What follows belongs to an exercise in optimizing a design on an open flow for a short achievable clock period and few clock cycles; a production flow would make more cautious choices.
Only simulation tests tie the RTL to the original design; equivalence was not proved.
Power and IR drop assume default switching activity.

run R:
// top
module top(
    input  logic        clk,
    input  logic        rst,
    output logic [13:0] im_addr,
    input  logic [31:0] im_rdata,
    output logic        dm_cs,
    output logic        dm_oe,
    output logic [3:0]  dm_web,
    output logic [13:0] dm_addr,
    output logic [31:0] dm_wdata,
    input  logic [31:0] dm_rdata
);
    localparam int NB = 16;           
    localparam int IB = 4;            
    localparam int TB = 6;            
    logic [31:1] pc;
    logic        D_valid, D_pred, D_sredir;
    logic [31:1] D_ptgt;
    logic [31:0] D_off;
    logic [31:0] D_instr;
    logic [31:1] D_pc, D_pc4;
    logic        E_valid, E_pred, E_we;
    logic [31:1] E_ptgt;
    logic [4:0]  E_rd;
    logic [31:0] E_rs1v, E_rs2v, E_bv, E_pass;
    logic        E_fA, E_fB, E_fS;    
    logic        E_sub, E_sra;
    logic        E_r_add, E_r_sll, E_r_slt, E_r_sltu, E_r_xor, E_r_sr, E_r_or, E_r_and, E_r_pass;
    logic        E_br, E_jal, E_jalr, E_load, E_store;
    logic        E_b_eq, E_b_ne, E_b_lt, E_b_ge, E_b_ltu, E_b_geu;
    logic [2:0]  E_f3;
    logic [31:1] E_pc, E_pc4, E_tgt;
    logic        M_we, M_load;
    logic [4:0]  M_rd;
    logic [31:0] M_res;
    logic [1:0]  M_lane;
    logic [2:0]  M_f3;
    logic        W_we;
    logic [4:0]  W_rd;
    logic [31:0] W_res;
    logic        U_v, U_taken, U_jal, U_hit;
    logic [31:1] U_pc, U_tgt;
    logic [31:1] pc4;
    assign pc4 = {pc[31:2] + 30'd1, pc[1]};
    assign im_addr = pc[15:2];
    logic [NB-1:0]     btb_v;
    logic [1:0]        btb_ctr [NB];
    logic [TB:0]       btb_tag [NB];
    logic [15:1]       btb_tgt [NB];
    logic [TB:0]   f_tag;
    assign f_tag = {pc[IB+TB+1:IB+2], pc[1]};
    logic [NB-1:0] f_hit;
    logic          f_pred;
    logic [15:1]   f_tgt;
    always_comb begin
        f_pred = 1'b0;
        f_tgt  = '0;
        for (int i = 0; i < NB; i++) begin
            f_hit[i] = btb_v[i] && (pc[IB+1:2] == IB'(i)) && (btb_tag[i] == f_tag);
            f_pred = f_pred | (f_hit[i] & btb_ctr[i][1]);
  ...
==> flow/config.mk <==
export PLATFORM = sky130hd
export DESIGN_NAME = top
export DESIGN_NICKNAME = top
export VERILOG_FILES = /design/flow/design.v
export SDC_FILE = /design/flow/constraint.sdc
export NUM_CORES = 4
export LEC_CHECK = 0
export ABC_CLOCK_PERIOD_IN_PS = 3000
export CAP_MARGIN = 20
export CORE_MARGIN = 2
export CORE_UTILIZATION = 30
export SLEW_MARGIN = 20
==> flow/constraint.sdc <==
create_clock -name core_clock -period 11.0 [get_ports {clk}]
set_input_delay 2.2000 -clock core_clock [delete_from_list [all_inputs] [get_ports {clk}]]
set_output_delay 2.2000 -clock core_clock [all_outputs]
set_load 0.01 [all_outputs]
standard.sh (not shown) runs the stock make flow with config.mk's settings and CLKGATE_MAP_FILE= SYNTH_SCRIPT=/design/flow/synth_recipe.tcl, a recipe that flattens the netlist after the stock synthesis.
==> flow/flow/run.sh <==
#!/bin/bash
# The standard layout (standard.sh: the same make targets and scripts),
# with two knobs changed through the environment:
#  * SETUP_SLACK_MARGIN: repair_timing keeps a 7 ns setup margin, so it
#    keeps working on the critical paths past the 11 ns constraint;
#  * ADDER_MAP_FILE empty: yosys does not turn XORs into sky130 half/full
#    adder cells, which ABC cannot optimise through; ABC maps them instead.
# Register names and types are those of the standard synthesis.
set -euo pipefail
export SETUP_SLACK_MARGIN=7.0
export ADDER_MAP_FILE=
bash standard.sh > standard.log 2>&1
Run R has completed all stages; timing, DRC and antenna checks passed.
Testbench counts of run R, summed over its fixed seeds: cycles 111,533.
Modified inputs, run C compared to run R
diff --git a/flow/flow/run.sh b/flow/flow/run.sh
--- a/flow/flow/run.sh
+++ b/flow/flow/run.sh
@@ -3,3 +3,3 @@
 # with two knobs changed through the environment:
-#  * SETUP_SLACK_MARGIN: repair_timing keeps a 7 ns setup margin, so it
+#  * SETUP_SLACK_MARGIN: repair_timing keeps a 7.5 ns setup margin, so it
 #    keeps working on the critical paths past the 11 ns constraint;
@@ -9,3 +9,3 @@
 set -euo pipefail
-export SETUP_SLACK_MARGIN=7.0
+export SETUP_SLACK_MARGIN=7.5
 export ADDER_MAP_FILE=
diff --git a/flow/config.mk b/flow/config.mk
--- a/flow/config.mk
+++ b/flow/config.mk
@@ -10,3 +10,4 @@
 export CORE_MARGIN = 2
-export CORE_UTILIZATION = 30
+export CORE_UTILIZATION = 45
+export CTS_CLUSTER_SIZE = 30
 export SLEW_MARGIN = 20
Findings:
Run C completed; timing, DRC and antenna clean. Critical path startpoint: E_fB -> run R, E_tgt[15] -> run C. Run C against run R: antenna cell count down 12; part of the power in combinational logic +1.1 points; buffer levels on the longest clock path fell 1.

what the ideal ports hide:
The results above use ideal ports. As a check the final layouts listed here were re-extracted and re-timed, cells and wires unchanged. Step 1 assumes that a clkbuf_16 drives the clock port and a buf_2 every other input. Step 2 times the ports against the registers' clock, not the clock port: input delays grow and output delays shrink by t, the midpoint of the rising clock arrivals with the driver on. a / b / c = ideal / step 1 / step 2; a / b = the first two.
| run | t (ns) | setup WS [ns] | cell pins on the clock port's net |
|---|---|---|---|
| run R | 0.999 | 6.804 / 6.804 / 6.064 | 1 |
| run C | 0.962 | 6.890 / 6.890 / 6.582 | 1 |
After both steps every run listed still meets setup and hold. The setup slack of run R, which loses most, moves by 0.000 ns with the drivers and by -0.740 ns with both steps.
